What follows belongs to an exercise in optimizing a design on an open flow for small area and a short achievable clock period; a production flow would make more cautious choices. No functional check of the RTL was part of any run shown here. Power figures rest on the tool's default switching activity, not on a simulated workload.

==> flow/design.v, too long to show whole: its modules and the start of the top module <==
// module VKSA_blocks: 25 lines
// module VKSA_256: 712 lines
// module VKSA_256_top: 21 lines
module VKSA_256_top (in_clk, in_A, in_B, in_CI, out_S, out_CO);
  // ...
==> flow/run.sh <==
#!/bin/bash
# synth_recipe.tcl (not shown) runs the flow's synth.tcl, then flattens the netlist and writes it again
# the make line also repeats each setting of config.mk as NAME=value (left out here)
make -C /OpenROAD-flow-scripts/flow DESIGN_CONFIG=/design/flow/config.mk WORK_HOME=/design/flow/orfs CLKGATE_MAP_FILE= SYNTH_SCRIPT=/design/flow/synth_recipe.tcl finish
==> flow/config.mk <==
export PLATFORM = sky130hd
export DESIGN_NAME = VKSA_256_top
export DESIGN_NICKNAME = VKSA_256_top
export VERILOG_FILES = /design/flow/design.v
export SDC_FILE = /design/flow/constraint.sdc
export NUM_CORES = 4
export LEC_CHECK = 0
export ABC_AREA = 1
export CAP_MARGIN = 20
export CORE_MARGIN = 2
export CORE_UTILIZATION = 60
export SLEW_MARGIN = 20
==> flow/constraint.sdc <==
create_clock -name core_clock -period 5.5 [get_ports {in_clk}]
set_input_delay 1.1000 -clock core_clock [delete_from_list [all_inputs] [get_ports {in_clk}]]
set_output_delay 1.1000 -clock core_clock [all_outputs]
set_load 0.01 [all_outputs]
==> run summary, run 1 <==
EDFF count, synth 0; Synth Flop Type dfxtp_1; Post-synth ARST share 0; Simple-Gate Fraction of Synth Area 0.169; Fail Step 3_2_place_iop; #FFs+latches synth 577; run status aborted with a tool error; starting density of the core 0.607; largest family of logic cells by synthesized area adder cells; chip width 207 um; Yosys top cell area share 0.467; Compound-Gate Fraction of Synth Area 0.0207; post-synthesis mux area share 0; Die H 207 um; post-synthesis cell count 2,556; sequential area share after synthesis 0.467; Avg Inst Size Synth 9.68 um2; syn nets 3,389; Mapped Area 24,700 um2; largest cells by area after synthesis dfxtp_1 47%, fa_1 16%, inv_1 8.5%, nand2_1 7.9%, ha_1 6.4%; most common cell in the netlist dfxtp_1; synth warn 1; # rows 74; cell taking the most area after synthesis dfxtp_1; Synth Area in Adders 0.220; Err [ERROR PPL-0024] Number of IO pins (771) exceeds maximum number of available positions (742). Increase the die perimeter from 828.16um to 1048.56um.; Post-synth top cells 577 x dfxtp_1, 561 x inv_1, 521 x nand2_1, 193 x fa_1
==> inputs of run 2 (changes only) <==
==> flow/design.v (replaced) <==
module VKSA_blocks (in_A, in_B, in_CI, out_BS, out_BG);
  input [255:0] in_A, in_B;
  input in_CI;
  output [255:0] out_BS;
  output [63:0] out_BG;
  wire [256:0] c;
  genvar i;
  generate
    for (i = 0; i < 256; i = i + 1) begin : g_bit
      wire ci;
      if (i == 0) begin : g_first
        assign ci = in_CI;
      end else if (i % 4 == 0) begin : g_block
        assign ci = 1'b0;
      end else begin : g_chain
        assign ci = c[i];
      end
      wire na = ~in_A[i], nb = ~in_B[i], nc = ~ci;
      assign out_BS[i] = ~(na ^ nb ^ nc);
      assign c[i+1] = ~((na & nb) | (na & nc) | (nb & nc));
    end
    for (i = 0; i < 64; i = i + 1) begin : g_bg
      assign out_BG[i] = c[(i+1)*4 > 256 ? 256 : (i+1)*4];
    end
  endgenerate
endmodule
module VKSA_256 (in_BS, in_BG, out_S, out_CO);
  input [255:0] in_BS;
  input [63:0] in_BG;
  output [255:0] out_S;
  output out_CO;
  wire bp_0 = &in_BS[3:0];
  wire bp_1 = &in_BS[7:4];
  wire bp_2 = &in_BS[11:8];
  wire bp_3 = &in_BS[15:12];
  wire bp_4 = &in_BS[19:16];
  wire bp_5 = &in_BS[23:20];
  wire bp_6 = &in_BS[27:24];
  wire bp_7 = &in_BS[31:28];
  wire bp_8 = &in_BS[35:32];
  wire bp_9 = &in_BS[39:36];
  wire bp_10 = &in_BS[43:40];
  wire bp_11 = &in_BS[47:44];
  wire bp_12 = &in_BS[51:48];
  wire bp_13 = &in_BS[55:52];
  wire bp_14 = &in_BS[59:56];
  wire bp_15 = &in_BS[63:60];
  wire bp_16 = &in_BS[67:64];
  wire bp_17 = &in_BS[71:68];
  wire bp_18 = &in_BS[75:72];
  wire bp_19 = &in_BS[79:76];
  wire bp_20 = &in_BS[83:80];
  wire bp_21 = &in_BS[87:84];
  wire bp_22 = &in_BS[91:88];
  wire bp_23 = &in_BS[95:92];
  wire bp_24 = &in_BS[99:96];
  wire bp_25 = &in_BS[103:100];
  wire bp_26 = &in_BS[107:104];
  wire bp_27 = &in_BS[111:108];
  wire bp_28 = &in_BS[115:112];
  wire bp_29 = &in_BS[119:116];
  wire bp_30 = &in_BS[123:120];
  wire bp_31 = &in_BS[127:124];
  wire bp_32 = &in_BS[131:128];
  wire bp_33 = &in_BS[135:132];
  wire bp_34 = &in_BS[139:136];
  wire bp_35 = &in_BS[143:140];
  wire bp_36 = &in_BS[147:144];
  wire bp_37 = &in_BS[151:148];
  wire bp_38 = &in_BS[155:152];
  wire bp_39 = &in_BS[159:156];
  wire bp_40 = &in_BS[163:160];
  wire bp_41 = &in_BS[167:164];
  wire bp_42 = &in_BS[171:168];
  wire bp_43 = &in_BS[175:172];
  wire bp_44 = &in_BS[179:176];
  wire bp_45 = &in_BS[183:180];
  wire bp_46 = &in_BS[187:184];
  wire bp_47 = &in_BS[191:188];
  wire bp_48 = &in_BS[195:192];
  wire bp_49 = &in_BS[199:196];
  wire bp_50 = &in_BS[203:200];
  wire bp_51 = &in_BS[207:204];
  wire bp_52 = &in_BS[211:208];
  wire bp_53 = &in_BS[215:212];
  wire bp_54 = &in_BS[219:216];
  wire bp_55 = &in_BS[223:220];
  wire bp_56 = &in_BS[227:224];
  wire bp_57 = &in_BS[231:228];
  wire bp_58 = &in_BS[235:232];
  wire bp_59 = &in_BS[239:236];
  wire bp_60 = &in_BS[243:240];
  wire bp_61 = &in_BS[247:244];
  wire bp_62 = &in_BS[251:248];
  wire bp_63 = &in_BS[255:252];
  wire pg_0 = in_BG[1] | (bp_1 & in_BG[0]);
  wire pg_1 = in_BG[2] | (bp_2 & in_BG[1]);
  wire pp_1 = bp_2 & bp_1;
  wire pg_2 = in_BG[3] | (bp_3 & in_BG[2]);
  wire pp_2 = bp_3 & bp_2;
  wire pg_3 = in_BG[4] | (bp_4 & in_BG[3]);
  wire pp_3 = bp_4 & bp_3;
  wire pg_4 = in_BG[5] | (bp_5 & in_BG[4]);
  wire pp_4 = bp_5 & bp_4;
  wire pg_5 = in_BG[6] | (bp_6 & in_BG[5]);
  wire pp_5 = bp_6 & bp_5;
  wire pg_6 = in_BG[7] | (bp_7 & in_BG[6]);
  wire pp_6 = bp_7 & bp_6;
  wire pg_7 = in_BG[8] | (bp_8 & in_BG[7]);
  wire pp_7 = bp_8 & bp_7;
  wire pg_8 = in_BG[9] | (bp_9 & in_BG[8]);
  wire pp_8 = bp_9 & bp_8;
  wire pg_9 = in_BG[10] | (bp_10 & in_BG[9]);
  wire pp_9 = bp_10 & bp_9;
  wire pg_10 = in_BG[11] | (bp_11 & in_BG[10]);
  wire pp_10 = bp_11 & bp_10;
  wire pg_11 = in_BG[12] | (bp_12 & in_BG[11]);
  wire pp_11 = bp_12 & bp_11;
  wire pg_12 = in_BG[13] | (bp_13 & in_BG[12]);
  wire pp_12 = bp_13 & bp_12;
  wire pg_13 = in_BG[14] | (bp_14 & in_BG[13]);
  wire pp_13 = bp_14 & bp_13;
  wire pg_14 = in_BG[15] | (bp_15 & in_BG[14]);
  wire pp_14 = bp_15 & bp_14;
  wire pg_15 = in_BG[16] | (bp_16 & in_BG[15]);
  wire pp_15 = bp_16 & bp_15;
  wire pg_16 = in_BG[17] | (bp_17 & in_BG[16]);
  wire pp_16 = bp_17 & bp_16;
  wire pg_17 = in_BG[18] | (bp_18 & in_BG[17]);
  wire pp_17 = bp_18 & bp_17;
  wire pg_18 = in_BG[19] | (bp_19 & in_BG[18]);
  wire pp_18 = bp_19 & bp_18;
  wire pg_19 = in_BG[20] | (bp_20 & in_BG[19]);
  wire pp_19 = bp_20 & bp_19;
  wire pg_20 = in_BG[21] | (bp_21 & in_BG[20]);
  wire pp_20 = bp_21 & bp_20;
  wire pg_21 = in_BG[22] | (bp_22 & in_BG[21]);
  wire pp_21 = bp_22 & bp_21;
  wire pg_22 = in_BG[23] | (bp_23 & in_BG[22]);
  wire pp_22 = bp_23 & bp_22;
  wire pg_23 = in_BG[24] | (bp_24 & in_BG[23]);
  wire pp_23 = bp_24 & bp_23;
  wire pg_24 = in_BG[25] | (bp_25 & in_BG[24]);
  wire pp_24 = bp_25 & bp_24;
  wire pg_25 = in_BG[26] | (bp_26 & in_BG[25]);
  wire pp_25 = bp_26 & bp_25;
  wire pg_26 = in_BG[27] | (bp_27 & in_BG[26]);
  wire pp_26 = bp_27 & bp_26;
  wire pg_27 = in_BG[28] | (bp_28 & in_BG[27]);
  wire pp_27 = bp_28 & bp_27;
  wire pg_28 = in_BG[29] | (bp_29 & in_BG[28]);
  wire pp_28 = bp_29 & bp_28;
  wire pg_29 = in_BG[30] | (bp_30 & in_BG[29]);
  wire pp_29 = bp_30 & bp_29;
  wire pg_30 = in_BG[31] | (bp_31 & in_BG[30]);
  wire pp_30 = bp_31 & bp_30;
  wire pg_31 = in_BG[32] | (bp_32 & in_BG[31]);
  wire pp_31 = bp_32 & bp_31;
  wire pg_32 = in_BG[33] | (bp_33 & in_BG[32]);
  wire pp_32 = bp_33 & bp_32;
  wire pg_33 = in_BG[34] | (bp_34 & in_BG[33]);
  wire pp_33 = bp_34 & bp_33;
  wire pg_34 = in_BG[35] | (bp_35 & in_BG[34]);
  wire pp_34 = bp_35 & bp_34;
  wire pg_35 = in_BG[36] | (bp_36 & in_BG[35]);
  wire pp_35 = bp_36 & bp_35;
  wire pg_36 = in_BG[37] | (bp_37 & in_BG[36]);
  wire pp_36 = bp_37 & bp_36;
  wire pg_37 = in_BG[38] | (bp_38 & in_BG[37]);
  wire pp_37 = bp_38 & bp_37;
  wire pg_38 = in_BG[39] | (bp_39 & in_BG[38]);
  wire pp_38 = bp_39 & bp_38;
  wire pg_39 = in_BG[40] | (bp_40 & in_BG[39]);
  wire pp_39 = bp_40 & bp_39;
  wire pg_40 = in_BG[41] | (bp_41 & in_BG[40]);
  wire pp_40 = bp_41 & bp_40;
  wire pg_41 = in_BG[42] | (bp_42 & in_BG[41]);
  wire pp_41 = bp_42 & bp_41;
  wire pg_42 = in_BG[43] | (bp_43 & in_BG[42]);
  wire pp_42 = bp_43 & bp_42;
  wire pg_43 = in_BG[44] | (bp_44 & in_BG[43]);
  wire pp_43 = bp_44 & bp_43;
  wire pg_44 = in_BG[45] | (bp_45 & in_BG[44]);
  wire pp_44 = bp_45 & bp_44;
  wire pg_45 = in_BG[46] | (bp_46 & in_BG[45]);
  wire pp_45 = bp_46 & bp_45;
  wire pg_46 = in_BG[47] | (bp_47 & in_BG[46]);
  wire pp_46 = bp_47 & bp_46;
  wire pg_47 = in_BG[48] | (bp_48 & in_BG[47]);
  wire pp_47 = bp_48 & bp_47;
  wire pg_48 = in_BG[49] | (bp_49 & in_BG[48]);
  wire pp_48 = bp_49 & bp_48;
  wire pg_49 = in_BG[50] | (bp_50 & in_BG[49]);
  wire pp_49 = bp_50 & bp_49;
  wire pg_50 = in_BG[51] | (bp_51 & in_BG[50]);
  wire pp_50 = bp_51 & bp_50;
  wire pg_51 = in_BG[52] | (bp_52 & in_BG[51]);
  wire pp_51 = bp_52 & bp_51;
  wire pg_52 = in_BG[53] | (bp_53 & in_BG[52]);
  wire pp_52 = bp_53 & bp_52;
  wire pg_53 = in_BG[54] | (bp_54 & in_BG[53]);
  wire pp_53 = bp_54 & bp_53;
  wire pg_54 = in_BG[55] | (bp_55 & in_BG[54]);
  wire pp_54 = bp_55 & bp_54;
  wire pg_55 = in_BG[56] | (bp_56 & in_BG[55]);
  wire pp_55 = bp_56 & bp_55;
  wire pg_56 = in_BG[57] | (bp_57 & in_BG[56]);
  wire pp_56 = bp_57 & bp_56;
  wire pg_57 = in_BG[58] | (bp_58 & in_BG[57]);
  wire pp_57 = bp_58 & bp_57;
  wire pg_58 = in_BG[59] | (bp_59 & in_BG[58]);
  wire pp_58 = bp_59 & bp_58;
  wire pg_59 = in_BG[60] | (bp_60 & in_BG[59]);
  wire pp_59 = bp_60 & bp_59;
  wire pg_60 = in_BG[61] | (bp_61 & in_BG[60]);
  wire pp_60 = bp_61 & bp_60;
  wire pg_61 = in_BG[62] | (bp_62 & in_BG[61]);
  wire pp_61 = bp_62 & bp_61;
  wire pg_62 = in_BG[63] | (bp_63 & in_BG[62]);
  wire pp_62 = bp_63 & bp_62;
  wire pg_63 = pg_1 | (pp_1 & in_BG[0]);
  wire pg_64 = pg_2 | (pp_2 & pg_0);
  wire pg_65 = pg_3 | (pp_3 & pg_1);
  wire pp_65 = pp_3 & pp_1;
  wire pg_66 = pg_4 | (pp_4 & pg_2);
  wire pp_66 = pp_4 & pp_2;
  wire pg_67 = pg_5 | (pp_5 & pg_3);
  wire pp_67 = pp_5 & pp_3;
  wire pg_68 = pg_6 | (pp_6 & pg_4);
  wire pp_68 = pp_6 & pp_4;
  wire pg_69 = pg_7 | (pp_7 & pg_5);
  wire pp_69 = pp_7 & pp_5;
  wire pg_70 = pg_8 | (pp_8 & pg_6);
  wire pp_70 = pp_8 & pp_6;
  wire pg_71 = pg_9 | (pp_9 & pg_7);
  wire pp_71 = pp_9 & pp_7;
  wire pg_72 = pg_10 | (pp_10 & pg_8);
  wire pp_72 = pp_10 & pp_8;
  wire pg_73 = pg_11 | (pp_11 & pg_9);
  wire pp_73 = pp_11 & pp_9;
  wire pg_74 = pg_12 | (pp_12 & pg_10);
  wire pp_74 = pp_12 & pp_10;
  wire pg_75 = pg_13 | (pp_13 & pg_11);
  wire pp_75 = pp_13 & pp_11;
  wire pg_76 = pg_14 | (pp_14 & pg_12);
  wire pp_76 = pp_14 & pp_12;
  wire pg_77 = pg_15 | (pp_15 & pg_13);
  wire pp_77 = pp_15 & pp_13;
  wire pg_78 = pg_16 | (pp_16 & pg_14);
  wire pp_78 = pp_16 & pp_14;
  wire pg_79 = pg_17 | (pp_17 & pg_15);
  wire pp_79 = pp_17 & pp_15;
  wire pg_80 = pg_18 | (pp_18 & pg_16);
  wire pp_80 = pp_18 & pp_16;
  wire pg_81 = pg_19 | (pp_19 & pg_17);
  wire pp_81 = pp_19 & pp_17;
  wire pg_82 = pg_20 | (pp_20 & pg_18);
  wire pp_82 = pp_20 & pp_18;
  wire pg_83 = pg_21 | (pp_21 & pg_19);
  wire pp_83 = pp_21 & pp_19;
  wire pg_84 = pg_22 | (pp_22 & pg_20);
  wire pp_84 = pp_22 & pp_20;
  wire pg_85 = pg_23 | (pp_23 & pg_21);
  wire pp_85 = pp_23 & pp_21;
  wire pg_86 = pg_24 | (pp_24 & pg_22);
  wire pp_86 = pp_24 & pp_22;
  wire pg_87 = pg_25 | (pp_25 & pg_23);
  wire pp_87 = pp_25 & pp_23;
  wire pg_88 = pg_26 | (pp_26 & pg_24);
  wire pp_88 = pp_26 & pp_24;
  wire pg_89 = pg_27 | (pp_27 & pg_25);
  wire pp_89 = pp_27 & pp_25;
  wire pg_90 = pg_28 | (pp_28 & pg_26);
  wire pp_90 = pp_28 & pp_26;
  wire pg_91 = pg_29 | (pp_29 & pg_27);
  wire pp_91 = pp_29 & pp_27;
  wire pg_92 = pg_30 | (pp_30 & pg_28);
  wire pp_92 = pp_30 & pp_28;
  wire pg_93 = pg_31 | (pp_31 & pg_29);
  wire pp_93 = pp_31 & pp_29;
  wire pg_94 = pg_32 | (pp_32 & pg_30);
  wire pp_94 = pp_32 & pp_30;
  wire pg_95 = pg_33 | (pp_33 & pg_31);
  wire pp_95 = pp_33 & pp_31;
  wire pg_96 = pg_34 | (pp_34 & pg_32);
  wire pp_96 = pp_34 & pp_32;
  wire pg_97 = pg_35 | (pp_35 & pg_33);
  wire pp_97 = pp_35 & pp_33;
  wire pg_98 = pg_36 | (pp_36 & pg_34);
  wire pp_98 = pp_36 & pp_34;
  wire pg_99 = pg_37 | (pp_37 & pg_35);
  wire pp_99 = pp_37 & pp_35;
  wire pg_100 = pg_38 | (pp_38 & pg_36);
  wire pp_100 = pp_38 & pp_36;
  wire pg_101 = pg_39 | (pp_39 & pg_37);
  wire pp_101 = pp_39 & pp_37;
  wire pg_102 = pg_40 | (pp_40 & pg_38);
  wire pp_102 = pp_40 & pp_38;
  wire pg_103 = pg_41 | (pp_41 & pg_39);
  wire pp_103 = pp_41 & pp_39;
  wire pg_104 = pg_42 | (pp_42 & pg_40);
  wire pp_104 = pp_42 & pp_40;
  wire pg_105 = pg_43 | (pp_43 & pg_41);
  wire pp_105 = pp_43 & pp_41;
  wire pg_106 = pg_44 | (pp_44 & pg_42);
  wire pp_106 = pp_44 & pp_42;
  wire pg_107 = pg_45 | (pp_45 & pg_43);
  wire pp_107 = pp_45 & pp_43;
  wire pg_108 = pg_46 | (pp_46 & pg_44);
  wire pp_108 = pp_46 & pp_44;
  wire pg_109 = pg_47 | (pp_47 & pg_45);
  wire pp_109 = pp_47 & pp_45;
  wire pg_110 = pg_48 | (pp_48 & pg_46);
  wire pp_110 = pp_48 & pp_46;
  wire pg_111 = pg_49 | (pp_49 & pg_47);
  wire pp_111 = pp_49 & pp_47;
  wire pg_112 = pg_50 | (pp_50 & pg_48);
  wire pp_112 = pp_50 & pp_48;
  wire pg_113 = pg_51 | (pp_51 & pg_49);
  wire pp_113 = pp_51 & pp_49;
  wire pg_114 = pg_52 | (pp_52 & pg_50);
  wire pp_114 = pp_52 & pp_50;
  wire pg_115 = pg_53 | (pp_53 & pg_51);
  wire pp_115 = pp_53 & pp_51;
  wire pg_116 = pg_54 | (pp_54 & pg_52);
  wire pp_116 = pp_54 & pp_52;
  wire pg_117 = pg_55 | (pp_55 & pg_53);
  wire pp_117 = pp_55 & pp_53;
  wire pg_118 = pg_56 | (pp_56 & pg_54);
  wire pp_118 = pp_56 & pp_54;
  wire pg_119 = pg_57 | (pp_57 & pg_55);
  wire pp_119 = pp_57 & pp_55;
  wire pg_120 = pg_58 | (pp_58 & pg_56);
  wire pp_120 = pp_58 & pp_56;
  wire pg_121 = pg_59 | (pp_59 & pg_57);
  wire pp_121 = pp_59 & pp_57;
  wire pg_122 = pg_60 | (pp_60 & pg_58);
  wire pp_122 = pp_60 & pp_58;
  wire pg_123 = pg_61 | (pp_61 & pg_59);
  wire pp_123 = pp_61 & pp_59;
  wire pg_124 = pg_62 | (pp_62 & pg_60);
  wire pp_124 = pp_62 & pp_60;
  wire pg_125 = pg_65 | (pp_65 & in_BG[0]);
  wire pg_126 = pg_66 | (pp_66 & pg_0);
  wire pg_127 = pg_67 | (pp_67 & pg_63);
  wire pg_128 = pg_68 | (pp_68 & pg_64);
  wire pg_129 = pg_69 | (pp_69 & pg_65);
  wire pp_129 = pp_69 & pp_65;
  wire pg_130 = pg_70 | (pp_70 & pg_66);
  wire pp_130 = pp_70 & pp_66;
  wire pg_131 = pg_71 | (pp_71 & pg_67);
  wire pp_131 = pp_71 & pp_67;
  wire pg_132 = pg_72 | (pp_72 & pg_68);
  wire pp_132 = pp_72 & pp_68;
  wire pg_133 = pg_73 | (pp_73 & pg_69);
  wire pp_133 = pp_73 & pp_69;
  wire pg_134 = pg_74 | (pp_74 & pg_70);
  wire pp_134 = pp_74 & pp_70;
  wire pg_135 = pg_75 | (pp_75 & pg_71);
  wire pp_135 = pp_75 & pp_71;
  wire pg_136 = pg_76 | (pp_76 & pg_72);
  wire pp_136 = pp_76 & pp_72;
  wire pg_137 = pg_77 | (pp_77 & pg_73);
  wire pp_137 = pp_77 & pp_73;
  wire pg_138 = pg_78 | (pp_78 & pg_74);
  wire pp_138 = pp_78 & pp_74;
  wire pg_139 = pg_79 | (pp_79 & pg_75);
  wire pp_139 = pp_79 & pp_75;
  wire pg_140 = pg_80 | (pp_80 & pg_76);
  wire pp_140 = pp_80 & pp_76;
  wire pg_141 = pg_81 | (pp_81 & pg_77);
  wire pp_141 = pp_81 & pp_77;
  wire pg_142 = pg_82 | (pp_82 & pg_78);
  wire pp_142 = pp_82 & pp_78;
  wire pg_143 = pg_83 | (pp_83 & pg_79);
  wire pp_143 = pp_83 & pp_79;
  wire pg_144 = pg_84 | (pp_84 & pg_80);
  wire pp_144 = pp_84 & pp_80;
  wire pg_145 = pg_85 | (pp_85 & pg_81);
  wire pp_145 = pp_85 & pp_81;
  wire pg_146 = pg_86 | (pp_86 & pg_82);
  wire pp_146 = pp_86 & pp_82;
  wire pg_147 = pg_87 | (pp_87 & pg_83);
  wire pp_147 = pp_87 & pp_83;
  wire pg_148 = pg_88 | (pp_88 & pg_84);
  wire pp_148 = pp_88 & pp_84;
  wire pg_149 = pg_89 | (pp_89 & pg_85);
  wire pp_149 = pp_89 & pp_85;
  wire pg_150 = pg_90 | (pp_90 & pg_86);
  wire pp_150 = pp_90 & pp_86;
  wire pg_151 = pg_91 | (pp_91 & pg_87);
  wire pp_151 = pp_91 & pp_87;
  wire pg_152 = pg_92 | (pp_92 & pg_88);
  wire pp_152 = pp_92 & pp_88;
  wire pg_153 = pg_93 | (pp_93 & pg_89);
  wire pp_153 = pp_93 & pp_89;
  wire pg_154 = pg_94 | (pp_94 & pg_90);
  wire pp_154 = pp_94 & pp_90;
  wire pg_155 = pg_95 | (pp_95 & pg_91);
  wire pp_155 = pp_95 & pp_91;
  wire pg_156 = pg_96 | (pp_96 & pg_92);
  wire pp_156 = pp_96 & pp_92;
  wire pg_157 = pg_97 | (pp_97 & pg_93);
  wire pp_157 = pp_97 & pp_93;
  wire pg_158 = pg_98 | (pp_98 & pg_94);
  wire pp_158 = pp_98 & pp_94;
  wire pg_159 = pg_99 | (pp_99 & pg_95);
  wire pp_159 = pp_99 & pp_95;
  wire pg_160 = pg_100 | (pp_100 & pg_96);
  wire pp_160 = pp_100 & pp_96;
  wire pg_161 = pg_101 | (pp_101 & pg_97);
  wire pp_161 = pp_101 & pp_97;
  wire pg_162 = pg_102 | (pp_102 & pg_98);
  wire pp_162 = pp_102 & pp_98;
  wire pg_163 = pg_103 | (pp_103 & pg_99);
  wire pp_163 = pp_103 & pp_99;
  wire pg_164 = pg_104 | (pp_104 & pg_100);
  wire pp_164 = pp_104 & pp_100;
  wire pg_165 = pg_105 | (pp_105 & pg_101);
  wire pp_165 = pp_105 & pp_101;
  wire pg_166 = pg_106 | (pp_106 & pg_102);
  wire pp_166 = pp_106 & pp_102;
  wire pg_167 = pg_107 | (pp_107 & pg_103);
  wire pp_167 = pp_107 & pp_103;
  wire pg_168 = pg_108 | (pp_108 & pg_104);
  wire pp_168 = pp_108 & pp_104;
  wire pg_169 = pg_109 | (pp_109 & pg_105);
  wire pp_169 = pp_109 & pp_105;
  wire pg_170 = pg_110 | (pp_110 & pg_106);
  wire pp_170 = pp_110 & pp_106;
  wire pg_171 = pg_111 | (pp_111 & pg_107);
  wire pp_171 = pp_111 & pp_107;
  wire pg_172 = pg_112 | (pp_112 & pg_108);
  wire pp_172 = pp_112 & pp_108;
  wire pg_173 = pg_113 | (pp_113 & pg_109);
  wire pp_173 = pp_113 & pp_109;
  wire pg_174 = pg_114 | (pp_114 & pg_110);
  wire pp_174 = pp_114 & pp_110;
  wire pg_175 = pg_115 | (pp_115 & pg_111);
  wire pp_175 = pp_115 & pp_111;
  wire pg_176 = pg_116 | (pp_116 & pg_112);
  wire pp_176 = pp_116 & pp_112;
  wire pg_177 = pg_117 | (pp_117 & pg_113);
  wire pp_177 = pp_117 & pp_113;
  wire pg_178 = pg_118 | (pp_118 & pg_114);
  wire pp_178 = pp_118 & pp_114;
  wire pg_179 = pg_119 | (pp_119 & pg_115);
  wire pp_179 = pp_119 & pp_115;
  wire pg_180 = pg_120 | (pp_120 & pg_116);
  wire pp_180 = pp_120 & pp_116;
  wire pg_181 = pg_121 | (pp_121 & pg_117);
  wire pp_181 = pp_121 & pp_117;
  wire pg_182 = pg_122 | (pp_122 & pg_118);
  wire pp_182 = pp_122 & pp_118;
  wire pg_183 = pg_123 | (pp_123 & pg_119);
  wire pp_183 = pp_123 & pp_119;
  wire pg_184 = pg_124 | (pp_124 & pg_120);
  wire pp_184 = pp_124 & pp_120;
  wire pg_185 = pg_129 | (pp_129 & in_BG[0]);
  wire pg_186 = pg_130 | (pp_130 & pg_0);
  wire pg_187 = pg_131 | (pp_131 & pg_63);
  wire pg_188 = pg_132 | (pp_132 & pg_64);
  wire pg_189 = pg_133 | (pp_133 & pg_125);
  wire pg_190 = pg_134 | (pp_134 & pg_126);
  wire pg_191 = pg_135 | (pp_135 & pg_127);
  wire pg_192 = pg_136 | (pp_136 & pg_128);
  wire pg_193 = pg_137 | (pp_137 & pg_129);
  wire pp_193 = pp_137 & pp_129;
  wire pg_194 = pg_138 | (pp_138 & pg_130);
  wire pp_194 = pp_138 & pp_130;
  wire pg_195 = pg_139 | (pp_139 & pg_131);
  wire pp_195 = pp_139 & pp_131;
  wire pg_196 = pg_140 | (pp_140 & pg_132);
  wire pp_196 = pp_140 & pp_132;
  wire pg_197 = pg_141 | (pp_141 & pg_133);
  wire pp_197 = pp_141 & pp_133;
  wire pg_198 = pg_142 | (pp_142 & pg_134);
  wire pp_198 = pp_142 & pp_134;
  wire pg_199 = pg_143 | (pp_143 & pg_135);
  wire pp_199 = pp_143 & pp_135;
  wire pg_200 = pg_144 | (pp_144 & pg_136);
  wire pp_200 = pp_144 & pp_136;
  wire pg_201 = pg_145 | (pp_145 & pg_137);
  wire pp_201 = pp_145 & pp_137;
  wire pg_202 = pg_146 | (pp_146 & pg_138);
  wire pp_202 = pp_146 & pp_138;
  wire pg_203 = pg_147 | (pp_147 & pg_139);
  wire pp_203 = pp_147 & pp_139;
  wire pg_204 = pg_148 | (pp_148 & pg_140);
  wire pp_204 = pp_148 & pp_140;
  wire pg_205 = pg_149 | (pp_149 & pg_141);
  wire pp_205 = pp_149 & pp_141;
  wire pg_206 = pg_150 | (pp_150 & pg_142);
  wire pp_206 = pp_150 & pp_142;
  wire pg_207 = pg_151 | (pp_151 & pg_143);
  wire pp_207 = pp_151 & pp_143;
  wire pg_208 = pg_152 | (pp_152 & pg_144);
  wire pp_208 = pp_152 & pp_144;
  wire pg_209 = pg_153 | (pp_153 & pg_145);
  wire pp_209 = pp_153 & pp_145;
  wire pg_210 = pg_154 | (pp_154 & pg_146);
  wire pp_210 = pp_154 & pp_146;
  wire pg_211 = pg_155 | (pp_155 & pg_147);
  wire pp_211 = pp_155 & pp_147;
  wire pg_212 = pg_156 | (pp_156 & pg_148);
  wire pp_212 = pp_156 & pp_148;
  wire pg_213 = pg_157 | (pp_157 & pg_149);
  wire pp_213 = pp_157 & pp_149;
  wire pg_214 = pg_158 | (pp_158 & pg_150);
  wire pp_214 = pp_158 & pp_150;
  wire pg_215 = pg_159 | (pp_159 & pg_151);
  wire pp_215 = pp_159 & pp_151;
  wire pg_216 = pg_160 | (pp_160 & pg_152);
  wire pp_216 = pp_160 & pp_152;
  wire pg_217 = pg_161 | (pp_161 & pg_153);
  wire pp_217 = pp_161 & pp_153;
  wire pg_218 = pg_162 | (pp_162 & pg_154);
  wire pp_218 = pp_162 & pp_154;
  wire pg_219 = pg_163 | (pp_163 & pg_155);
  wire pp_219 = pp_163 & pp_155;
  wire pg_220 = pg_164 | (pp_164 & pg_156);
  wire pp_220 = pp_164 & pp_156;
  wire pg_221 = pg_165 | (pp_165 & pg_157);
  wire pp_221 = pp_165 & pp_157;
  wire pg_222 = pg_166 | (pp_166 & pg_158);
  wire pp_222 = pp_166 & pp_158;
  wire pg_223 = pg_167 | (pp_167 & pg_159);
  wire pp_223 = pp_167 & pp_159;
  wire pg_224 = pg_168 | (pp_168 & pg_160);
  wire pp_224 = pp_168 & pp_160;
  wire pg_225 = pg_169 | (pp_169 & pg_161);
  wire pp_225 = pp_169 & pp_161;
  wire pg_226 = pg_170 | (pp_170 & pg_162);
  wire pp_226 = pp_170 & pp_162;
  wire pg_227 = pg_171 | (pp_171 & pg_163);
  wire pp_227 = pp_171 & pp_163;
  wire pg_228 = pg_172 | (pp_172 & pg_164);
  wire pp_228 = pp_172 & pp_164;
  wire pg_229 = pg_173 | (pp_173 & pg_165);
  wire pp_229 = pp_173 & pp_165;
  wire pg_230 = pg_174 | (pp_174 & pg_166);
  wire pp_230 = pp_174 & pp_166;
  wire pg_231 = pg_175 | (pp_175 & pg_167);
  wire pp_231 = pp_175 & pp_167;
  wire pg_232 = pg_176 | (pp_176 & pg_168);
  wire pp_232 = pp_176 & pp_168;
  wire pg_233 = pg_177 | (pp_177 & pg_169);
  wire pp_233 = pp_177 & pp_169;
  wire pg_234 = pg_178 | (pp_178 & pg_170);
  wire pp_234 = pp_178 & pp_170;
  wire pg_235 = pg_179 | (pp_179 & pg_171);
  wire pp_235 = pp_179 & pp_171;
  wire pg_236 = pg_180 | (pp_180 & pg_172);
  wire pp_236 = pp_180 & pp_172;
  wire pg_237 = pg_181 | (pp_181 & pg_173);
  wire pp_237 = pp_181 & pp_173;
  wire pg_238 = pg_182 | (pp_182 & pg_174);
  wire pp_238 = pp_182 & pp_174;
  wire pg_239 = pg_183 | (pp_183 & pg_175);
  wire pp_239 = pp_183 & pp_175;
  wire pg_240 = pg_184 | (pp_184 & pg_176);
  wire pp_240 = pp_184 & pp_176;
  wire pg_241 = pg_193 | (pp_193 & in_BG[0]);
  wire pg_242 = pg_194 | (pp_194 & pg_0);
  wire pg_243 = pg_195 | (pp_195 & pg_63);
  wire pg_244 = pg_196 | (pp_196 & pg_64);
  wire pg_245 = pg_197 | (pp_197 & pg_125);
  wire pg_246 = pg_198 | (pp_198 & pg_126);
  wire pg_247 = pg_199 | (pp_199 & pg_127);
  wire pg_248 = pg_200 | (pp_200 & pg_128);
  wire pg_249 = pg_201 | (pp_201 & pg_185);
  wire pg_250 = pg_202 | (pp_202 & pg_186);
  wire pg_251 = pg_203 | (pp_203 & pg_187);
  wire pg_252 = pg_204 | (pp_204 & pg_188);
  wire pg_253 = pg_205 | (pp_205 & pg_189);
  wire pg_254 = pg_206 | (pp_206 & pg_190);
  wire pg_255 = pg_207 | (pp_207 & pg_191);
  wire pg_256 = pg_208 | (pp_208 & pg_192);
  wire pg_257 = pg_209 | (pp_209 & pg_193);
  wire pp_257 = pp_209 & pp_193;
  wire pg_258 = pg_210 | (pp_210 & pg_194);
  wire pp_258 = pp_210 & pp_194;
  wire pg_259 = pg_211 | (pp_211 & pg_195);
  wire pp_259 = pp_211 & pp_195;
  wire pg_260 = pg_212 | (pp_212 & pg_196);
  wire pp_260 = pp_212 & pp_196;
  wire pg_261 = pg_213 | (pp_213 & pg_197);
  wire pp_261 = pp_213 & pp_197;
  wire pg_262 = pg_214 | (pp_214 & pg_198);
  wire pp_262 = pp_214 & pp_198;
  wire pg_263 = pg_215 | (pp_215 & pg_199);
  wire pp_263 = pp_215 & pp_199;
  wire pg_264 = pg_216 | (pp_216 & pg_200);
  wire pp_264 = pp_216 & pp_200;
  wire pg_265 = pg_217 | (pp_217 & pg_201);
  wire pp_265 = pp_217 & pp_201;
  wire pg_266 = pg_218 | (pp_218 & pg_202);
  wire pp_266 = pp_218 & pp_202;
  wire pg_267 = pg_219 | (pp_219 & pg_203);
  wire pp_267 = pp_219 & pp_203;
  wire pg_268 = pg_220 | (pp_220 & pg_204);
  wire pp_268 = pp_220 & pp_204;
  wire pg_269 = pg_221 | (pp_221 & pg_205);
  wire pp_269 = pp_221 & pp_205;
  wire pg_270 = pg_222 | (pp_222 & pg_206);
  wire pp_270 = pp_222 & pp_206;
  wire pg_271 = pg_223 | (pp_223 & pg_207);
  wire pp_271 = pp_223 & pp_207;
  wire pg_272 = pg_224 | (pp_224 & pg_208);
  wire pp_272 = pp_224 & pp_208;
  wire pg_273 = pg_225 | (pp_225 & pg_209);
  wire pp_273 = pp_225 & pp_209;
  wire pg_274 = pg_226 | (pp_226 & pg_210);
  wire pp_274 = pp_226 & pp_210;
  wire pg_275 = pg_227 | (pp_227 & pg_211);
  wire pp_275 = pp_227 & pp_211;
  wire pg_276 = pg_228 | (pp_228 & pg_212);
  wire pp_276 = pp_228 & pp_212;
  wire pg_277 = pg_229 | (pp_229 & pg_213);
  wire pp_277 = pp_229 & pp_213;
  wire pg_278 = pg_230 | (pp_230 & pg_214);
  wire pp_278 = pp_230 & pp_214;
  wire pg_279 = pg_231 | (pp_231 & pg_215);
  wire pp_279 = pp_231 & pp_215;
  wire pg_280 = pg_232 | (pp_232 & pg_216);
  wire pp_280 = pp_232 & pp_216;
  wire pg_281 = pg_233 | (pp_233 & pg_217);
  wire pp_281 = pp_233 & pp_217;
  wire pg_282 = pg_234 | (pp_234 & pg_218);
  wire pp_282 = pp_234 & pp_218;
  wire pg_283 = pg_235 | (pp_235 & pg_219);
  wire pp_283 = pp_235 & pp_219;
  wire pg_284 = pg_236 | (pp_236 & pg_220);
  wire pp_284 = pp_236 & pp_220;
  wire pg_285 = pg_237 | (pp_237 & pg_221);
  wire pp_285 = pp_237 & pp_221;
  wire pg_286 = pg_238 | (pp_238 & pg_222);
  wire pp_286 = pp_238 & pp_222;
  wire pg_287 = pg_239 | (pp_239 & pg_223);
  wire pp_287 = pp_239 & pp_223;
  wire pg_288 = pg_240 | (pp_240 & pg_224);
  wire pp_288 = pp_240 & pp_224;
  wire pg_289 = pg_257 | (pp_257 & in_BG[0]);
  wire pg_290 = pg_258 | (pp_258 & pg_0);
  wire pg_291 = pg_259 | (pp_259 & pg_63);
  wire pg_292 = pg_260 | (pp_260 & pg_64);
  wire pg_293 = pg_261 | (pp_261 & pg_125);
  wire pg_294 = pg_262 | (pp_262 & pg_126);
  wire pg_295 = pg_263 | (pp_263 & pg_127);
  wire pg_296 = pg_264 | (pp_264 & pg_128);
  wire pg_297 = pg_265 | (pp_265 & pg_185);
  wire pg_298 = pg_266 | (pp_266 & pg_186);
  wire pg_299 = pg_267 | (pp_267 & pg_187);
  wire pg_300 = pg_268 | (pp_268 & pg_188);
  wire pg_301 = pg_269 | (pp_269 & pg_189);
  wire pg_302 = pg_270 | (pp_270 & pg_190);
  wire pg_303 = pg_271 | (pp_271 & pg_191);
  wire pg_304 = pg_272 | (pp_272 & pg_192);
  wire pg_305 = pg_273 | (pp_273 & pg_241);
  wire pg_306 = pg_274 | (pp_274 & pg_242);
  wire pg_307 = pg_275 | (pp_275 & pg_243);
  wire pg_308 = pg_276 | (pp_276 & pg_244);
  wire pg_309 = pg_277 | (pp_277 & pg_245);
  wire pg_310 = pg_278 | (pp_278 & pg_246);
  wire pg_311 = pg_279 | (pp_279 & pg_247);
  wire pg_312 = pg_280 | (pp_280 & pg_248);
  wire pg_313 = pg_281 | (pp_281 & pg_249);
  wire pg_314 = pg_282 | (pp_282 & pg_250);
  wire pg_315 = pg_283 | (pp_283 & pg_251);
  wire pg_316 = pg_284 | (pp_284 & pg_252);
  wire pg_317 = pg_285 | (pp_285 & pg_253);
  wire pg_318 = pg_286 | (pp_286 & pg_254);
  wire pg_319 = pg_287 | (pp_287 & pg_255);
  wire pg_320 = pg_288 | (pp_288 & pg_256);
  wire bc_0 = 1'b0;
  assign out_S[0] = in_BS[0] ^ bc_0;
  assign out_S[1] = in_BS[1] ^ (bc_0 & (&in_BS[0:0]));
  assign out_S[2] = in_BS[2] ^ (bc_0 & (&in_BS[1:0]));
  assign out_S[3] = in_BS[3] ^ (bc_0 & (&in_BS[2:0]));
  wire bc_1 = in_BG[0];
  assign out_S[4] = in_BS[4] ^ bc_1;
  assign out_S[5] = in_BS[5] ^ (bc_1 & (&in_BS[4:4]));
  assign out_S[6] = in_BS[6] ^ (bc_1 & (&in_BS[5:4]));
  assign out_S[7] = in_BS[7] ^ (bc_1 & (&in_BS[6:4]));
  wire bc_2 = pg_0;
  assign out_S[8] = in_BS[8] ^ bc_2;
  assign out_S[9] = in_BS[9] ^ (bc_2 & (&in_BS[8:8]));
  assign out_S[10] = in_BS[10] ^ (bc_2 & (&in_BS[9:8]));
  assign out_S[11] = in_BS[11] ^ (bc_2 & (&in_BS[10:8]));
  wire bc_3 = pg_63;
  assign out_S[12] = in_BS[12] ^ bc_3;
  assign out_S[13] = in_BS[13] ^ (bc_3 & (&in_BS[12:12]));
  assign out_S[14] = in_BS[14] ^ (bc_3 & (&in_BS[13:12]));
  assign out_S[15] = in_BS[15] ^ (bc_3 & (&in_BS[14:12]));
  wire bc_4 = pg_64;
  assign out_S[16] = in_BS[16] ^ bc_4;
  assign out_S[17] = in_BS[17] ^ (bc_4 & (&in_BS[16:16]));
  assign out_S[18] = in_BS[18] ^ (bc_4 & (&in_BS[17:16]));
  assign out_S[19] = in_BS[19] ^ (bc_4 & (&in_BS[18:16]));
  wire bc_5 = pg_125;
  assign out_S[20] = in_BS[20] ^ bc_5;
  assign out_S[21] = in_BS[21] ^ (bc_5 & (&in_BS[20:20]));
  assign out_S[22] = in_BS[22] ^ (bc_5 & (&in_BS[21:20]));
  assign out_S[23] = in_BS[23] ^ (bc_5 & (&in_BS[22:20]));
  wire bc_6 = pg_126;
  assign out_S[24] = in_BS[24] ^ bc_6;
  assign out_S[25] = in_BS[25] ^ (bc_6 & (&in_BS[24:24]));
  assign out_S[26] = in_BS[26] ^ (bc_6 & (&in_BS[25:24]));
  assign out_S[27] = in_BS[27] ^ (bc_6 & (&in_BS[26:24]));
  wire bc_7 = pg_127;
  assign out_S[28] = in_BS[28] ^ bc_7;
  assign out_S[29] = in_BS[29] ^ (bc_7 & (&in_BS[28:28]));
  assign out_S[30] = in_BS[30] ^ (bc_7 & (&in_BS[29:28]));
  assign out_S[31] = in_BS[31] ^ (bc_7 & (&in_BS[30:28]));
  wire bc_8 = pg_128;
  assign out_S[32] = in_BS[32] ^ bc_8;
  assign out_S[33] = in_BS[33] ^ (bc_8 & (&in_BS[32:32]));
  assign out_S[34] = in_BS[34] ^ (bc_8 & (&in_BS[33:32]));
  assign out_S[35] = in_BS[35] ^ (bc_8 & (&in_BS[34:32]));
  wire bc_9 = pg_185;
  assign out_S[36] = in_BS[36] ^ bc_9;
  assign out_S[37] = in_BS[37] ^ (bc_9 & (&in_BS[36:36]));
  assign out_S[38] = in_BS[38] ^ (bc_9 & (&in_BS[37:36]));
  assign out_S[39] = in_BS[39] ^ (bc_9 & (&in_BS[38:36]));
  wire bc_10 = pg_186;
  assign out_S[40] = in_BS[40] ^ bc_10;
  assign out_S[41] = in_BS[41] ^ (bc_10 & (&in_BS[40:40]));
  assign out_S[42] = in_BS[42] ^ (bc_10 & (&in_BS[41:40]));
  assign out_S[43] = in_BS[43] ^ (bc_10 & (&in_BS[42:40]));
  wire bc_11 = pg_187;
  assign out_S[44] = in_BS[44] ^ bc_11;
  assign out_S[45] = in_BS[45] ^ (bc_11 & (&in_BS[44:44]));
  assign out_S[46] = in_BS[46] ^ (bc_11 & (&in_BS[45:44]));
  assign out_S[47] = in_BS[47] ^ (bc_11 & (&in_BS[46:44]));
  wire bc_12 = pg_188;
  assign out_S[48] = in_BS[48] ^ bc_12;
  assign out_S[49] = in_BS[49] ^ (bc_12 & (&in_BS[48:48]));
  assign out_S[50] = in_BS[50] ^ (bc_12 & (&in_BS[49:48]));
  assign out_S[51] = in_BS[51] ^ (bc_12 & (&in_BS[50:48]));
  wire bc_13 = pg_189;
  assign out_S[52] = in_BS[52] ^ bc_13;
  assign out_S[53] = in_BS[53] ^ (bc_13 & (&in_BS[52:52]));
  assign out_S[54] = in_BS[54] ^ (bc_13 & (&in_BS[53:52]));
  assign out_S[55] = in_BS[55] ^ (bc_13 & (&in_BS[54:52]));
  wire bc_14 = pg_190;
  assign out_S[56] = in_BS[56] ^ bc_14;
  assign out_S[57] = in_BS[57] ^ (bc_14 & (&in_BS[56:56]));
  assign out_S[58] = in_BS[58] ^ (bc_14 & (&in_BS[57:56]));
  assign out_S[59] = in_BS[59] ^ (bc_14 & (&in_BS[58:56]));
  wire bc_15 = pg_191;
  assign out_S[60] = in_BS[60] ^ bc_15;
  assign out_S[61] = in_BS[61] ^ (bc_15 & (&in_BS[60:60]));
  assign out_S[62] = in_BS[62] ^ (bc_15 & (&in_BS[61:60]));
  assign out_S[63] = in_BS[63] ^ (bc_15 & (&in_BS[62:60]));
  wire bc_16 = pg_192;
  assign out_S[64] = in_BS[64] ^ bc_16;
  assign out_S[65] = in_BS[65] ^ (bc_16 & (&in_BS[64:64]));
  assign out_S[66] = in_BS[66] ^ (bc_16 & (&in_BS[65:64]));
  assign out_S[67] = in_BS[67] ^ (bc_16 & (&in_BS[66:64]));
  wire bc_17 = pg_241;
  assign out_S[68] = in_BS[68] ^ bc_17;
  assign out_S[69] = in_BS[69] ^ (bc_17 & (&in_BS[68:68]));
  assign out_S[70] = in_BS[70] ^ (bc_17 & (&in_BS[69:68]));
  assign out_S[71] = in_BS[71] ^ (bc_17 & (&in_BS[70:68]));
  wire bc_18 = pg_242;
  assign out_S[72] = in_BS[72] ^ bc_18;
  assign out_S[73] = in_BS[73] ^ (bc_18 & (&in_BS[72:72]));
  assign out_S[74] = in_BS[74] ^ (bc_18 & (&in_BS[73:72]));
  assign out_S[75] = in_BS[75] ^ (bc_18 & (&in_BS[74:72]));
  wire bc_19 = pg_243;
  assign out_S[76] = in_BS[76] ^ bc_19;
  assign out_S[77] = in_BS[77] ^ (bc_19 & (&in_BS[76:76]));
  assign out_S[78] = in_BS[78] ^ (bc_19 & (&in_BS[77:76]));
  assign out_S[79] = in_BS[79] ^ (bc_19 & (&in_BS[78:76]));
  wire bc_20 = pg_244;
  assign out_S[80] = in_BS[80] ^ bc_20;
  assign out_S[81] = in_BS[81] ^ (bc_20 & (&in_BS[80:80]));
  assign out_S[82] = in_BS[82] ^ (bc_20 & (&in_BS[81:80]));
  assign out_S[83] = in_BS[83] ^ (bc_20 & (&in_BS[82:80]));
  wire bc_21 = pg_245;
  assign out_S[84] = in_BS[84] ^ bc_21;
  assign out_S[85] = in_BS[85] ^ (bc_21 & (&in_BS[84:84]));
  assign out_S[86] = in_BS[86] ^ (bc_21 & (&in_BS[85:84]));
  assign out_S[87] = in_BS[87] ^ (bc_21 & (&in_BS[86:84]));
  wire bc_22 = pg_246;
  assign out_S[88] = in_BS[88] ^ bc_22;
  assign out_S[89] = in_BS[89] ^ (bc_22 & (&in_BS[88:88]));
  assign out_S[90] = in_BS[90] ^ (bc_22 & (&in_BS[89:88]));
  assign out_S[91] = in_BS[91] ^ (bc_22 & (&in_BS[90:88]));
  wire bc_23 = pg_247;
  assign out_S[92] = in_BS[92] ^ bc_23;
  assign out_S[93] = in_BS[93] ^ (bc_23 & (&in_BS[92:92]));
  assign out_S[94] = in_BS[94] ^ (bc_23 & (&in_BS[93:92]));
  assign out_S[95] = in_BS[95] ^ (bc_23 & (&in_BS[94:92]));
  wire bc_24 = pg_248;
  assign out_S[96] = in_BS[96] ^ bc_24;
  assign out_S[97] = in_BS[97] ^ (bc_24 & (&in_BS[96:96]));
  assign out_S[98] = in_BS[98] ^ (bc_24 & (&in_BS[97:96]));
  assign out_S[99] = in_BS[99] ^ (bc_24 & (&in_BS[98:96]));
  wire bc_25 = pg_249;
  assign out_S[100] = in_BS[100] ^ bc_25;
  assign out_S[101] = in_BS[101] ^ (bc_25 & (&in_BS[100:100]));
  assign out_S[102] = in_BS[102] ^ (bc_25 & (&in_BS[101:100]));
  assign out_S[103] = in_BS[103] ^ (bc_25 & (&in_BS[102:100]));
  wire bc_26 = pg_250;
  assign out_S[104] = in_BS[104] ^ bc_26;
  assign out_S[105] = in_BS[105] ^ (bc_26 & (&in_BS[104:104]));
  assign out_S[106] = in_BS[106] ^ (bc_26 & (&in_BS[105:104]));
  assign out_S[107] = in_BS[107] ^ (bc_26 & (&in_BS[106:104]));
  wire bc_27 = pg_251;
  assign out_S[108] = in_BS[108] ^ bc_27;
  assign out_S[109] = in_BS[109] ^ (bc_27 & (&in_BS[108:108]));
  assign out_S[110] = in_BS[110] ^ (bc_27 & (&in_BS[109:108]));
  assign out_S[111] = in_BS[111] ^ (bc_27 & (&in_BS[110:108]));
  wire bc_28 = pg_252;
  assign out_S[112] = in_BS[112] ^ bc_28;
  assign out_S[113] = in_BS[113] ^ (bc_28 & (&in_BS[112:112]));
  assign out_S[114] = in_BS[114] ^ (bc_28 & (&in_BS[113:112]));
  assign out_S[115] = in_BS[115] ^ (bc_28 & (&in_BS[114:112]));
  wire bc_29 = pg_253;
  assign out_S[116] = in_BS[116] ^ bc_29;
  assign out_S[117] = in_BS[117] ^ (bc_29 & (&in_BS[116:116]));
  assign out_S[118] = in_BS[118] ^ (bc_29 & (&in_BS[117:116]));
  assign out_S[119] = in_BS[119] ^ (bc_29 & (&in_BS[118:116]));
  wire bc_30 = pg_254;
  assign out_S[120] = in_BS[120] ^ bc_30;
  assign out_S[121] = in_BS[121] ^ (bc_30 & (&in_BS[120:120]));
  assign out_S[122] = in_BS[122] ^ (bc_30 & (&in_BS[121:120]));
  assign out_S[123] = in_BS[123] ^ (bc_30 & (&in_BS[122:120]));
  wire bc_31 = pg_255;
  assign out_S[124] = in_BS[124] ^ bc_31;
  assign out_S[125] = in_BS[125] ^ (bc_31 & (&in_BS[124:124]));
  assign out_S[126] = in_BS[126] ^ (bc_31 & (&in_BS[125:124]));
  assign out_S[127] = in_BS[127] ^ (bc_31 & (&in_BS[126:124]));
  wire bc_32 = pg_256;
  assign out_S[128] = in_BS[128] ^ bc_32;
  assign out_S[129] = in_BS[129] ^ (bc_32 & (&in_BS[128:128]));
  assign out_S[130] = in_BS[130] ^ (bc_32 & (&in_BS[129:128]));
  assign out_S[131] = in_BS[131] ^ (bc_32 & (&in_BS[130:128]));
  wire bc_33 = pg_289;
  assign out_S[132] = in_BS[132] ^ bc_33;
  assign out_S[133] = in_BS[133] ^ (bc_33 & (&in_BS[132:132]));
  assign out_S[134] = in_BS[134] ^ (bc_33 & (&in_BS[133:132]));
  assign out_S[135] = in_BS[135] ^ (bc_33 & (&in_BS[134:132]));
  wire bc_34 = pg_290;
  assign out_S[136] = in_BS[136] ^ bc_34;
  assign out_S[137] = in_BS[137] ^ (bc_34 & (&in_BS[136:136]));
  assign out_S[138] = in_BS[138] ^ (bc_34 & (&in_BS[137:136]));
  assign out_S[139] = in_BS[139] ^ (bc_34 & (&in_BS[138:136]));
  wire bc_35 = pg_291;
  assign out_S[140] = in_BS[140] ^ bc_35;
  assign out_S[141] = in_BS[141] ^ (bc_35 & (&in_BS[140:140]));
  assign out_S[142] = in_BS[142] ^ (bc_35 & (&in_BS[141:140]));
  assign out_S[143] = in_BS[143] ^ (bc_35 & (&in_BS[142:140]));
  wire bc_36 = pg_292;
  assign out_S[144] = in_BS[144] ^ bc_36;
  assign out_S[145] = in_BS[145] ^ (bc_36 & (&in_BS[144:144]));
  assign out_S[146] = in_BS[146] ^ (bc_36 & (&in_BS[145:144]));
  assign out_S[147] = in_BS[147] ^ (bc_36 & (&in_BS[146:144]));
  wire bc_37 = pg_293;
  assign out_S[148] = in_BS[148] ^ bc_37;
  assign out_S[149] = in_BS[149] ^ (bc_37 & (&in_BS[148:148]));
  assign out_S[150] = in_BS[150] ^ (bc_37 & (&in_BS[149:148]));
  assign out_S[151] = in_BS[151] ^ (bc_37 & (&in_BS[150:148]));
  wire bc_38 = pg_294;
  assign out_S[152] = in_BS[152] ^ bc_38;
  assign out_S[153] = in_BS[153] ^ (bc_38 & (&in_BS[152:152]));
  assign out_S[154] = in_BS[154] ^ (bc_38 & (&in_BS[153:152]));
  assign out_S[155] = in_BS[155] ^ (bc_38 & (&in_BS[154:152]));
  wire bc_39 = pg_295;
  assign out_S[156] = in_BS[156] ^ bc_39;
  assign out_S[157] = in_BS[157] ^ (bc_39 & (&in_BS[156:156]));
  assign out_S[158] = in_BS[158] ^ (bc_39 & (&in_BS[157:156]));
  assign out_S[159] = in_BS[159] ^ (bc_39 & (&in_BS[158:156]));
  wire bc_40 = pg_296;
  assign out_S[160] = in_BS[160] ^ bc_40;
  assign out_S[161] = in_BS[161] ^ (bc_40 & (&in_BS[160:160]));
  assign out_S[162] = in_BS[162] ^ (bc_40 & (&in_BS[161:160]));
  assign out_S[163] = in_BS[163] ^ (bc_40 & (&in_BS[162:160]));
  wire bc_41 = pg_297;
  assign out_S[164] = in_BS[164] ^ bc_41;
  assign out_S[165] = in_BS[165] ^ (bc_41 & (&in_BS[164:164]));
  assign out_S[166] = in_BS[166] ^ (bc_41 & (&in_BS[165:164]));
  assign out_S[167] = in_BS[167] ^ (bc_41 & (&in_BS[166:164]));
  wire bc_42 = pg_298;
  assign out_S[168] = in_BS[168] ^ bc_42;
  assign out_S[169] = in_BS[169] ^ (bc_42 & (&in_BS[168:168]));
  assign out_S[170] = in_BS[170] ^ (bc_42 & (&in_BS[169:168]));
  assign out_S[171] = in_BS[171] ^ (bc_42 & (&in_BS[170:168]));
  wire bc_43 = pg_299;
  assign out_S[172] = in_BS[172] ^ bc_43;
  assign out_S[173] = in_BS[173] ^ (bc_43 & (&in_BS[172:172]));
  assign out_S[174] = in_BS[174] ^ (bc_43 & (&in_BS[173:172]));
  assign out_S[175] = in_BS[175] ^ (bc_43 & (&in_BS[174:172]));
  wire bc_44 = pg_300;
  assign out_S[176] = in_BS[176] ^ bc_44;
  assign out_S[177] = in_BS[177] ^ (bc_44 & (&in_BS[176:176]));
  assign out_S[178] = in_BS[178] ^ (bc_44 & (&in_BS[177:176]));
  assign out_S[179] = in_BS[179] ^ (bc_44 & (&in_BS[178:176]));
  wire bc_45 = pg_301;
  assign out_S[180] = in_BS[180] ^ bc_45;
  assign out_S[181] = in_BS[181] ^ (bc_45 & (&in_BS[180:180]));
  assign out_S[182] = in_BS[182] ^ (bc_45 & (&in_BS[181:180]));
  assign out_S[183] = in_BS[183] ^ (bc_45 & (&in_BS[182:180]));
  wire bc_46 = pg_302;
  assign out_S[184] = in_BS[184] ^ bc_46;
  assign out_S[185] = in_BS[185] ^ (bc_46 & (&in_BS[184:184]));
  assign out_S[186] = in_BS[186] ^ (bc_46 & (&in_BS[185:184]));
  assign out_S[187] = in_BS[187] ^ (bc_46 & (&in_BS[186:184]));
  wire bc_47 = pg_303;
  assign out_S[188] = in_BS[188] ^ bc_47;
  assign out_S[189] = in_BS[189] ^ (bc_47 & (&in_BS[188:188]));
  assign out_S[190] = in_BS[190] ^ (bc_47 & (&in_BS[189:188]));
  assign out_S[191] = in_BS[191] ^ (bc_47 & (&in_BS[190:188]));
  wire bc_48 = pg_304;
  assign out_S[192] = in_BS[192] ^ bc_48;
  assign out_S[193] = in_BS[193] ^ (bc_48 & (&in_BS[192:192]));
  assign out_S[194] = in_BS[194] ^ (bc_48 & (&in_BS[193:192]));
  assign out_S[195] = in_BS[195] ^ (bc_48 & (&in_BS[194:192]));
  wire bc_49 = pg_305;
  assign out_S[196] = in_BS[196] ^ bc_49;
  assign out_S[197] = in_BS[197] ^ (bc_49 & (&in_BS[196:196]));
  assign out_S[198] = in_BS[198] ^ (bc_49 & (&in_BS[197:196]));
  assign out_S[199] = in_BS[199] ^ (bc_49 & (&in_BS[198:196]));
  wire bc_50 = pg_306;
  assign out_S[200] = in_BS[200] ^ bc_50;
  assign out_S[201] = in_BS[201] ^ (bc_50 & (&in_BS[200:200]));
  assign out_S[202] = in_BS[202] ^ (bc_50 & (&in_BS[201:200]));
  assign out_S[203] = in_BS[203] ^ (bc_50 & (&in_BS[202:200]));
  wire bc_51 = pg_307;
  assign out_S[204] = in_BS[204] ^ bc_51;
  assign out_S[205] = in_BS[205] ^ (bc_51 & (&in_BS[204:204]));
  assign out_S[206] = in_BS[206] ^ (bc_51 & (&in_BS[205:204]));
  assign out_S[207] = in_BS[207] ^ (bc_51 & (&in_BS[206:204]));
  wire bc_52 = pg_308;
  assign out_S[208] = in_BS[208] ^ bc_52;
  assign out_S[209] = in_BS[209] ^ (bc_52 & (&in_BS[208:208]));
  assign out_S[210] = in_BS[210] ^ (bc_52 & (&in_BS[209:208]));
  assign out_S[211] = in_BS[211] ^ (bc_52 & (&in_BS[210:208]));
  wire bc_53 = pg_309;
  assign out_S[212] = in_BS[212] ^ bc_53;
  assign out_S[213] = in_BS[213] ^ (bc_53 & (&in_BS[212:212]));
  assign out_S[214] = in_BS[214] ^ (bc_53 & (&in_BS[213:212]));
  assign out_S[215] = in_BS[215] ^ (bc_53 & (&in_BS[214:212]));
  wire bc_54 = pg_310;
  assign out_S[216] = in_BS[216] ^ bc_54;
  assign out_S[217] = in_BS[217] ^ (bc_54 & (&in_BS[216:216]));
  assign out_S[218] = in_BS[218] ^ (bc_54 & (&in_BS[217:216]));
  assign out_S[219] = in_BS[219] ^ (bc_54 & (&in_BS[218:216]));
  wire bc_55 = pg_311;
  assign out_S[220] = in_BS[220] ^ bc_55;
  assign out_S[221] = in_BS[221] ^ (bc_55 & (&in_BS[220:220]));
  assign out_S[222] = in_BS[222] ^ (bc_55 & (&in_BS[221:220]));
  assign out_S[223] = in_BS[223] ^ (bc_55 & (&in_BS[222:220]));
  wire bc_56 = pg_312;
  assign out_S[224] = in_BS[224] ^ bc_56;
  assign out_S[225] = in_BS[225] ^ (bc_56 & (&in_BS[224:224]));
  assign out_S[226] = in_BS[226] ^ (bc_56 & (&in_BS[225:224]));
  assign out_S[227] = in_BS[227] ^ (bc_56 & (&in_BS[226:224]));
  wire bc_57 = pg_313;
  assign out_S[228] = in_BS[228] ^ bc_57;
  assign out_S[229] = in_BS[229] ^ (bc_57 & (&in_BS[228:228]));
  assign out_S[230] = in_BS[230] ^ (bc_57 & (&in_BS[229:228]));
  assign out_S[231] = in_BS[231] ^ (bc_57 & (&in_BS[230:228]));
  wire bc_58 = pg_314;
  assign out_S[232] = in_BS[232] ^ bc_58;
  assign out_S[233] = in_BS[233] ^ (bc_58 & (&in_BS[232:232]));
  assign out_S[234] = in_BS[234] ^ (bc_58 & (&in_BS[233:232]));
  assign out_S[235] = in_BS[235] ^ (bc_58 & (&in_BS[234:232]));
  wire bc_59 = pg_315;
  assign out_S[236] = in_BS[236] ^ bc_59;
  assign out_S[237] = in_BS[237] ^ (bc_59 & (&in_BS[236:236]));
  assign out_S[238] = in_BS[238] ^ (bc_59 & (&in_BS[237:236]));
  assign out_S[239] = in_BS[239] ^ (bc_59 & (&in_BS[238:236]));
  wire bc_60 = pg_316;
  assign out_S[240] = in_BS[240] ^ bc_60;
  assign out_S[241] = in_BS[241] ^ (bc_60 & (&in_BS[240:240]));
  assign out_S[242] = in_BS[242] ^ (bc_60 & (&in_BS[241:240]));
  assign out_S[243] = in_BS[243] ^ (bc_60 & (&in_BS[242:240]));
  wire bc_61 = pg_317;
  assign out_S[244] = in_BS[244] ^ bc_61;
  assign out_S[245] = in_BS[245] ^ (bc_61 & (&in_BS[244:244]));
  assign out_S[246] = in_BS[246] ^ (bc_61 & (&in_BS[245:244]));
  assign out_S[247] = in_BS[247] ^ (bc_61 & (&in_BS[246:244]));
  wire bc_62 = pg_318;
  assign out_S[248] = in_BS[248] ^ bc_62;
  assign out_S[249] = in_BS[249] ^ (bc_62 & (&in_BS[248:248]));
  assign out_S[250] = in_BS[250] ^ (bc_62 & (&in_BS[249:248]));
  assign out_S[251] = in_BS[251] ^ (bc_62 & (&in_BS[250:248]));
  wire bc_63 = pg_319;
  assign out_S[252] = in_BS[252] ^ bc_63;
  assign out_S[253] = in_BS[253] ^ (bc_63 & (&in_BS[252:252]));
  assign out_S[254] = in_BS[254] ^ (bc_63 & (&in_BS[253:252]));
  assign out_S[255] = in_BS[255] ^ (bc_63 & (&in_BS[254:252]));
  assign out_CO = pg_320;
endmodule
module VKSA_256_top (in_clk, in_A, in_B, in_CI, out_S, out_CO);
  input in_clk;
  input [255:0] in_A, in_B;
  input in_CI;
  output reg [255:0] out_S;
  output reg out_CO;
  wire [255:0] w_bs;
  wire [63:0] w_bg;
  reg [255:0] r_bs;
  reg [63:0] r_bg;
  wire [255:0] w_S;
  wire w_CO;
  VKSA_blocks U0 (.in_A(in_A), .in_B(in_B), .in_CI(in_CI), .out_BS(w_bs), .out_BG(w_bg));
  always @(posedge in_clk) begin
    r_bs <= w_bs;
    r_bg <= w_bg;
    out_S <= w_S;
    out_CO <= w_CO;
  end
  VKSA_256 U1 (.in_BS(r_bs), .in_BG(r_bg), .out_S(w_S), .out_CO(w_CO));
endmodule
==> flow/flow/run.sh (new file) <==
#!/bin/bash
# Standard synthesis and layout, but with plain buffers on the ports
# (buffer_ports would otherwise pick clkdlybuf4s50_1, a slow delay cell).
set -euo pipefail
bash standard.sh synth > synth.log 2>&1
bash standard.sh "BUFFER_PORTS_ARGS=-buffer_cell ${PORT_BUF:-sky130_fd_sc_hd__buf_1}" finish > layout.log 2>&1
==> flow/standard.sh (new file) <==
#!/bin/bash
# synth_recipe.tcl (not shown) runs the flow's synth.tcl, then flattens the netlist and writes it again
# the make line also repeats each setting of config.mk as NAME=value (left out here)
make -C /OpenROAD-flow-scripts/flow DESIGN_CONFIG=/design/flow/config.mk WORK_HOME=/design/flow/orfs CLKGATE_MAP_FILE= SYNTH_SCRIPT=/design/flow/synth_recipe.tcl "${@:-finish}"
==> flow/config.mk (replaced) <==
export PLATFORM = sky130hd
export DESIGN_NAME = VKSA_256_top
export DESIGN_NICKNAME = VKSA_256_top
export VERILOG_FILES = /design/flow/design.v
export SDC_FILE = /design/flow/constraint.sdc
export NUM_CORES = 4
export LEC_CHECK = 0
export ABC_AREA = 1
export CAP_MARGIN = 20
export CORE_MARGIN = 2
export CORE_UTILIZATION = 40
export SLEW_MARGIN = 20
removed: flow/run.sh
==> run 2 against run 1 <==
Now clean on timing, DRC and antenna. Synthesized cell count increased by 8.7%. Synthesized area increased by 3.6%.
==> run summary, run 2 <==
CP Max Fanout 5; cell taking the most area after synthesis dfxtp_1 (unchanged); crit path capture type flop; CTS tree built; DR iter-0 viols 935; commonest non-fill, non-tap cells in the layout 813 x nand2_1, 770 x buf_1, 577 x dfxtp_1, 424 x inv_1, 193 x fa_1; CP startpoint kind flop; Critical Path RT 6020 ps; Final WS setup 2960 ps; setup_tns 0 ps; fin nets 4,441; post-synthesis cell count 2,779 (was 2,556); synth warn 1 (unchanged); largest cells by area after synthesis dfxtp_1 45%, fa_1 15%, nand2_1 12%, inv_1 6.2%, ha_1 6.2% (was dfxtp_1 47%, fa_1 16%, inv_1 8.5%, nand2_1 7.9%, ha_1 6.4%); Worst R2R Setup Slack 2960 ps; worst hold path depth 0; commonest non-fill, non-tap cell in the layout nand2_1; DR WL/cell 17.5 um; count of different cell masters after synthesis 34 (was 38); largest registers out_S (256), r_bs (256), r_bg (64); post_cts resized 0; Antenna Nets Post-Route 0; run status timing/DRC/antenna clean (was aborted with a tool error); #FFs+latches synth 577 (unchanged); Die H 257 um (was 207 um); sequential area share after synthesis 0.451 (was 0.467); Post-synth ARST share 0 (unchanged); via count 19,800; hold path start r_bs[2]; chip width 257 um (was 207 um); reg2reg start r_bs[109]; Max IR drop VDD 255 uV; EDFF count, synth 0 (unchanged); Yosys top cell area share 0.451 (was 0.467); core box area 63,200 um2; initial antenna violation count 3; syn nets 3,612 (was 3,389); Inserted Clock Buffers 57; CTS max path bufs 3; relative slew slack 0.638; # H-tree levels 2; period utilization 0.462; Mapped Area 25,600 um2 (was 24,700 um2); Tmin final 2540 ps; Post-synth top cells 813 x nand2_1, 577 x dfxtp_1, 424 x inv_1, 193 x fa_1, 171 x nor2_1 (was 577 x dfxtp_1, 561 x inv_1, 521 x nand2_1, 193 x fa_1); # rows 92 (was 74); drt pass-1 iters 5; Avg Inst Size Synth 9.22 um2 (was 9.68 um2); Root Driver clkbuf_16; reg2reg path depth 12; Hold WS 329 ps; first-pass GRT wire length 116,000 um; die area 66,100 um2; starting density of the core 0.406 (was 0.607); Fmax 0.393 GHz; vias in the first global route 19,800; Fin. Hold Viols 0; CTS Hold Bufs 0; final wirelength 78,500 um; Arrival @ worst endpoint 3060 ps; HPWL Detailed 68,600 um; Synth Flop Type dfxtp_1 (unchanged); GRT Overall Usage 0.235; Congestion Overflow GR 0; Setup CP Type reg -> reg; PwrDens 372 nW/um2; skew final 20.4 ps; setup repair bufs after CTS 0; leakage power 15.0 nW; most common cell in the netlist nand2_1 (was dfxtp_1); # setup viols final 0
==> run 2: changes by cell type after synthesis, sizes merged, moves of 6 or more <==
| cell | before | now |
|---|---|---|
| inv | 567 | 432 |
| nand3b | 4 | 16 |
| xnor2 | 20 | 33 |
| nor2 | 150 | 230 |
| and2 | 2 | 8 |
| nand2 | 595 | 892 |
| nor3 | 21 | 15 |
| nand3 | 115 | 87 |
==> run 2: layout make-up <==
type | count | area (um2)
fillers | 6045 | 31700
multi-input cells | 1768 | 12400
flip-flops and latches | 577 | 11600
repair buffers | 770 | 2890
inverters | 434 | 1630
clock buffers | 76 | 1600
well taps | 846 | 1060
clock inverters | 28 | 289
diodes | 1 | 2.50
==> run 2: per-layer routing <==
metal  wire length (um)  part of all wire  vias to the layer above  track usage
met5                 13           0.00017                        -            0
met4               2220             0.028                        2       0.0694
met3               4570             0.058                      120       0.0429
met2              38100              0.48                      609        0.410
met1              33700              0.43                     9072        0.296
li1                   -                 -                    10000            -
==> run 2: critical path, cell delays in order, from the launching register on <==
cell	delay (ps)
dfxtp_1	350
nand2_1	150
inv_1	130
nand2_1	100
nor2_1	370
nand2_1	270
nor2_1	300
a21oi_1	150
nand2_4	170
nand2_4	60
nand2_4	90
ha_1	160
xor2_1	160
==> run 2: cell families after synthesis <==
logic type               Yosys count  synth area share
buffers and inverters            434            0.0636
AO/OA/AOI/OAI                     77            0.0165
XOR/XNOR                         109            0.0373
adder cells (fa/ha/maj)          319             0.212
AND/OR/NAND/NOR                 1263             0.220
flip-flops                       577             0.451
==> run 2: where the power goes <==
part	switching, W	total [W]	leakage (nW)	internal, W
Sequential	0.000394	0.00541	4.87	0.00502
Combinational	0.00156	0.00241	9.18	0.000848
Clock	0.00163	0.00390	0.928	0.00227
Total	0.00358	0.0117	15.0	0.00814
==> run 2: per-stage QoR <==
stage / util / area (um2) / instances / power [W]
after CTS: 0.498 / 31500 / 4499 / 0.0119
after detailed placement: 0.468 / 29600 / 4395 / 0.00794
after floorplan: - / 25600 / 2779 / 0.00667
final: 0.498 / 31500 / 4500 / 0.0117
after global routing: 0.498 / 31500 / 4500 / 0.0124
after global placement: 0.468 / 29600 / 4395 / 0.00792
==> run 2: worst max-delay path by stage <==
stage	to	slack (ps)	cells after the start	start
final	out_S[253]	2960	12	r_bs[109]
after global routing	out_S[237]	2750	12	r_bs[101]
after floorplan	r_bs[3]	2680	4	in_A[0]
after global placement	r_bs[3]	2550	5	in_A[0]
after detailed placement	r_bs[3]	2510	5	in_A[0]
after CTS	out_S[173]	2890	12	r_bs[102]

[port drivers added, routing unchanged]
The flow's constraints put no driver on any port. The routed layout listed below was extracted and timed again, unchanged, in two steps. Step 1 sets driving cells, clkbuf_16 on the clock port and buf_2 on the other inputs (assumed; they add their load-dependent delay and slew). Step 2, shift: input delay + t, output delay - t, t = (earliest + latest rising clock arrival at the registers) / 2. This alone moves slack from input paths to output paths. a / b / c = ideal ports / drivers / drivers and shift; a / b = the first two.
run: run 2
t (ns): 0.653
slack for setup (ns): 2.958 / 2.958 / 2.496
After both steps run 2 still meets setup and hold.
